Context: an optimization exercise on an open-source flow, tuned for small area and a short achievable clock period. The choices shown serve that exercise and are no tape-out recipe.
At most, simulation tests tie the RTL to the original design; equivalence was not proved.
Power is estimated from default activity; no workload was simulated.

==> flow/design.v <==
`timescale 1ns/1ns
module fifo(clock,reset,pin,sin,din,pout,dout, TM, SI, S0);
input clock,reset;
input pin, sin;
input [8:0] din;
output pout;
output [8:0] dout;
output S0;
input TM, SI;
reg [4:0]   memw, memr;    
reg         ne;            
reg         full;          
reg         one;           
reg [8:0]   dq;            
reg [287:0] mem;           
assign pout = ne;
assign S0   = memw[4];
assign dout = dq;
wire write = pin & ~full;
wire pop   = ~sin & ne;
wire [4:0] w1 = memw + 5'd1;
wire [4:0] r1 = memr + 5'd1;
wire [4:0] wt = {memw[3:0], memr[4]};       
wire two    = (memw == memr + 5'd2);          
wire thirty = ((memw + 5'd2) == memr);        
wire e0     = (memw[3:0] == memr[3:0]);
wire e1     = (memw[3:0] == memr[3:0] + 4'd1);
wire e15    = (memw[3:0] + 4'd1 == memr[3:0]);
wire tbh    = (memw[4:1] == memr[3:0]);
wire tby0   = tbh & ~memw[0];                 
wire tby1   = tbh &  memw[0];                 
wire [31:0] wdec = 32'd1 << memw;
integer i;
always @(posedge clock)
  for (i = 0; i < 32; i = i + 1)
    if (write & wdec[i]) mem[9*i +: 9] <= din;
wire [4:0] rn = ~memr;
wire       tn = ~TM, sn = ~SI;
wire [7:0] hn, ht;                   
wire [3:0] ln, lt;                   
genvar e, b, k;
generate
  for (e = 0; e < 8; e = e + 1) begin : g_hi
    fifo_and3 un (.a(e & 4 ? memr[4] : rn[4]), .b(e & 2 ? memr[3] : rn[3]),
                  .c(e & 1 ? memr[2] : rn[2]), .x(hn[e]));
    fifo_and3 ut (.a(e & 4 ? memr[3] : rn[3]), .b(e & 2 ? memr[2] : rn[2]),
                  .c(e & 1 ? memr[1] : rn[1]), .x(ht[e]));
  end
  for (e = 0; e < 4; e = e + 1) begin : g_lo
    fifo_and3 un (.a(tn), .b(e & 2 ? memr[1] : rn[1]),
                  .c(e & 1 ? memr[0] : rn[0]), .x(ln[e]));
    fifo_and3 ut (.a(TM), .b(e & 2 ? memr[0] : rn[0]),
                  .c(e & 1 ? SI : sn), .x(lt[e]));
  end
endgenerate
wire [31:0] sel;
generate
  for (e = 0; e < 32; e = e + 1) begin : g_sel
    fifo_ao22 u (.a1(hn[((e + 31) % 32) / 4]), .a2(ln[(e + 31) % 4]),
                 .b1(ht[e / 4]),               .b2(lt[e % 4]),
                 .x(sel[e]));
  end
endgenerate
wire byp = write & (TM ? (SI ? tby1 : tby0) : (pop ? one : ~ne));
wire ld  = byp | TM | pop;        
wire nbyp = ~byp;
wire rdl = nbyp & (TM | pop);     
wire [8:0] dnext;
generate
  for (b = 0; b < 9; b = b + 1) begin : g_rd
    wire [3:0] g;
    wire [1:0] t;
    wire       h;
    for (e = 0; e < 4; e = e + 1) begin : g_grp
      wire [7:0] m;
      for (k = 0; k < 8; k = k + 1) begin : g_m
        assign m[k] = mem[9*(8*e+k)+b];
      end
      fifo_andor8 u (.s(sel[8*e +: 8]), .m(m), .y(g[e]));
    end
    fifo_nor2   u0 (.a(g[0]), .b(g[1]), .y(t[0]));
    fifo_nor2   u1 (.a(g[2]), .b(g[3]), .y(t[1]));
    fifo_o22ai  u2 (.a1(ld), .a2(dq[b]), .b1(nbyp), .b2(din[b]), .y(h));
    fifo_a31oi  u3 (.a1(rdl), .a2(t[0]), .a3(t[1]), .b1(h), .y(dnext[b]));
  end
endgenerate
always @(posedge clock)
  dq <= dnext;
always @(posedge clock or posedge reset) begin
  if (reset) begin
    memw <= 5'd0;
    memr <= 5'd0;
    ne   <= 1'b0;
    full <= 1'b0;
    one  <= 1'b0;
  end else if (TM) begin
    memw <= wt;
    memr <= {memr[3:0], SI};
    ne   <= ~(e0 & (memr[4] == SI));
    full <= SI ? (~memr[4] & e0) : (memr[4] & e15);
    one  <= SI ? (~memr[4] & e1) : (memr[4] & e0);
  end else begin
    memw <= write ? w1 : memw;
    memr <= pop ? r1 : memr;
    if (write & ~pop) begin
      ne   <= 1'b1;
      full <= thirty;
      one  <= ~ne;
    end else if (pop & ~write) begin
      ne   <= ~one;
      full <= 1'b0;
      one  <= two;
    end
  end
end
endmodule
module fifo_and3(input a, b, c, output x);
  assign x = a & b & c;
endmodule
module fifo_nor2(input a, b, output y);
  assign y = ~(a | b);
endmodule
module fifo_o22ai(input a1, a2, b1, b2, output y);
  assign y = ~((a1 | a2) & (b1 | b2));
endmodule
module fifo_a31oi(input a1, a2, a3, b1, output y);
  assign y = ~((a1 & a2 & a3) | b1);
endmodule
module fifo_ao22(input a1, a2, b1, b2, output x);
  assign x = (a1 & a2) | (b1 & b2);
endmodule
module fifo_andor8(input [7:0] s, input [7:0] m, output y);
  assign y = |(s & m);
endmodule
Settings: LEC_CHECK=0, CAP_MARGIN=20, CORE_MARGIN=2, CORE_UTILIZATION=65, SETUP_SLACK_MARGIN=1.6, SLEW_MARGIN=20, SYNTH_HIERARCHICAL=1; clock period 3.5 ns.
standard.sh (not shown) runs the stock make flow with config.mk's settings and CLKGATE_MAP_FILE= SYNTH_SCRIPT=/design/flow/synth_recipe.tcl, a recipe that flattens the netlist after the stock synthesis.
==> flow/flow/run.sh <==
#!/bin/bash
# Layout flow: the standard ORFS flow (standard.sh), with two changes:
#  - the port buffers are plain buf_2 cells instead of the delay cells
#    buffer_ports picks by default;
#  - the clock tree uses larger sink clusters and no dummy loads.
# make's full output goes to flow.log in the work folder; ORFS keeps each
# step's own log under orfs/logs/.
set -euo pipefail
export BUFFER_PORTS_ARGS="-buffer_cell sky130_fd_sc_hd__buf_2"
export CTS_ARGS="-sink_clustering_enable -repair_clock_nets -dont_use_dummy_load -sink_clustering_size 30 -sink_clustering_max_diameter 80 -buf_list {sky130_fd_sc_hd__clkbuf_8 sky130_fd_sc_hd__clkbuf_16}"
bash standard.sh > flow.log 2>&1
Rerun with:
--- a/flow/config.mk
+++ b/flow/config.mk
@@ -11 +11 @@
-export SETUP_SLACK_MARGIN = 1.6
+export SETUP_SLACK_MARGIN = 1.7
@@ -13,0 +14 @@
+export TNS_END_PERCENT = 20
Effect: Critical path depth does not change; wire length hardly moves; worst setup slack gains 34 ps; die area is unchanged; sequential power went up by about 2%; synthesized cell count stays the same; total power went up by about 0.9%.
Rerun with:
--- a/flow/config.mk
+++ b/flow/config.mk
@@ -11 +11 @@
-export SETUP_SLACK_MARGIN = 1.7
+export SETUP_SLACK_MARGIN = 1.45
@@ -14 +13,0 @@
-export TNS_END_PERCENT = 20
Clock skew goes down by 12 ps; combinational power fell by 9.9%; sequential cell count does not change; design area goes down by 2.5%; final cell count went up by 0.47%; clock-buffer cell count is unchanged; synthesized area stays the same; worst setup slack loses 67 ps; die area is unchanged; synthesized cell count is unchanged.
Rerun with:
--- a/flow/config.mk
+++ b/flow/config.mk
@@ -11 +11 @@
-export SETUP_SLACK_MARGIN = 1.45
+export SETUP_SLACK_MARGIN = 1.5
After rerunning: The changed run finished with timing, DRC and antenna clean. First-iteration DRC count goes up by about 3%. Wire length fell by about 3.4%. Worst setup slack gets better by 45 ps. Clock power hardly moves. Critical path depth stays the same. Non-clock buffer count is lower by 10. Clock-buffer cell count is unchanged. Core utilization went up by 0.76 points. Hold slack improved by 23 ps.
No run of this note included a check of the RTL's function; only the layout flow was run.

---

fifo, a different RTL version from the one above (not shown whole).
For scale: roughly 310 flip-flops.
==> flow/config.mk <==
export PLATFORM = sky130hd
export DESIGN_NAME = fifo
export DESIGN_NICKNAME = fifo
export VERILOG_FILES = /design/flow/design.v
export SDC_FILE = /design/flow/constraint.sdc
export NUM_CORES = 4
export LEC_CHECK = 0
export CAP_MARGIN = 20
export CORE_MARGIN = 2
export CORE_UTILIZATION = 55
export SETUP_SLACK_MARGIN = 1.3
export SLEW_MARGIN = 20
export SYNTH_HIERARCHICAL = 1
==> flow/constraint.sdc <==
create_clock -name core_clock -period 3.5 [get_ports {clock}]
set_input_delay 0.7000 -clock core_clock [delete_from_list [all_inputs] [get_ports {clock}]]
set_output_delay 0.7000 -clock core_clock [all_outputs]
set_load 0.01 [all_outputs]
Scripts as last shown in full above: flow/flow/run.sh
The first run finished clean.
==> next run, changes <==
--- a/flow/flow/run.sh
+++ b/flow/flow/run.sh
@@ -10 +10 @@
-export CTS_ARGS="-sink_clustering_enable -repair_clock_nets -dont_use_dummy_load -sink_clustering_size 30 -sink_clustering_max_diameter 80 -buf_list {sky130_fd_sc_hd__clkbuf_8 sky130_fd_sc_hd__clkbuf_16}"
+export CTS_ARGS="-sink_clustering_enable -repair_clock_nets -dont_use_dummy_load -sink_clustering_size 20 -sink_clustering_max_diameter 60 -buf_list {sky130_fd_sc_hd__clkbuf_8 sky130_fd_sc_hd__clkbuf_16}"
--- a/flow/config.mk
+++ b/flow/config.mk
@@ -11 +11 @@
-export SETUP_SLACK_MARGIN = 1.3
+export SETUP_SLACK_MARGIN = 1.4
- total power rose by 7.3%
- wire length rose by about 3%
- cell area rose by about 5.6%
- maximum frequency rose by about 1.5%
- clock skew fell by 14 ps
- core utilization rose by 3.6 points
==> next run, changes <==
--- a/flow/config.mk
+++ b/flow/config.mk
@@ -11 +11 @@
-export SETUP_SLACK_MARGIN = 1.4
+export SETUP_SLACK_MARGIN = 1.8
Outcome: Non-clock buffer count falls by 3; first-iteration DRC count falls by 20%; global-route usage is about the same; die area does not change; routed wire length falls by 3.1%; cell count falls by 0.43%; via count falls by 3.1%; design area rises by 1.2%.
==> next run, changes <==
--- a/flow/flow/run.sh
+++ b/flow/flow/run.sh
@@ -10 +10 @@
-export CTS_ARGS="-sink_clustering_enable -repair_clock_nets -dont_use_dummy_load -sink_clustering_size 20 -sink_clustering_max_diameter 60 -buf_list {sky130_fd_sc_hd__clkbuf_8 sky130_fd_sc_hd__clkbuf_16}"
+export CTS_ARGS="-sink_clustering_enable -repair_clock_nets -dont_use_dummy_load -sink_clustering_size 30 -sink_clustering_max_diameter 80 -buf_list {sky130_fd_sc_hd__clkbuf_8 sky130_fd_sc_hd__clkbuf_16}"
--- a/flow/config.mk
+++ b/flow/config.mk
@@ -11 +11 @@
-export SETUP_SLACK_MARGIN = 1.8
+export SETUP_SLACK_MARGIN = 1.6
@@ -13,0 +14 @@
+export TNS_END_PERCENT = 5
The changed run passed the timing, design-rule and antenna checks.
Register-to-register slack gets worse by 60 ps.
Cell area came out lower by 6.0%.
Worst hold slack gets better by 12 ps.
Power came out lower by 9.7%.
Routed wire length came out lower by 4.8%.
Global-route usage came out lower by 1.7 points.

-- static timing again, ports no longer ideal --
How much do the figures lean on ideal ports? The routed layouts below were timed once more, with nothing changed but the port constraints.
Step 1: set_driving_cell puts a clkbuf_16 on clock and a buf_2 on each other input, an assumption about the parent block.
Step 2, shift: input delay + t, output delay - t, t = (earliest + latest rising clock arrival at the registers) / 2. This alone moves slack from input paths to output paths.
Three values: no drivers, after step 1, after step 2; two values: the first two.
run | t, ns | setup WS [ns] | hold slack, ns | worst register clock-pin slew, ns | cell pins on the clock port's net
the first run of note 1 | 0.532 | 1.355 / 1.355 / 0.886 | 0.225 / 0.202 / 0.576 | 0.11 / 0.11 | 1
the second run of note 1 | 0.518 | 1.389 / 1.389 / 0.922 | 0.241 / 0.213 / 0.587 | 0.11 / 0.11 | 1
the third run of note 1 | 0.534 | 1.321 / 1.321 / 0.850 | 0.240 / 0.207 / 0.574 | 0.11 / 0.11 | 1
the fourth run of note 1 | 0.528 | 1.367 / 1.367 / 0.907 | 0.262 / 0.233 / 0.625 | 0.11 / 0.11 | 1
the first run of note 2 | 0.531 | 1.134 / 1.134 / 0.708 | 0.230 / 0.203 / 0.540 | 0.11 / 0.11 | 1
the second run of note 2 | 0.552 | 1.168 / 1.168 / 0.717 | 0.234 / 0.203 / 0.543 | 0.08 / 0.08 | 1
the third run of note 2 | 0.559 | 1.217 / 1.228 / 0.689 | 0.236 / 0.205 / 0.585 | 0.08 / 0.08 | 1
the fourth run of note 2 | 0.524 | 1.166 / 1.168 / 0.665 | 0.248 / 0.222 / 0.548 | 0.11 / 0.11 | 1
After both steps setup and hold are still met in every run listed. For the third run of note 2, which loses most, drivers alone change the setup slack by +0.011 ns; drivers and shift together by -0.528 ns.
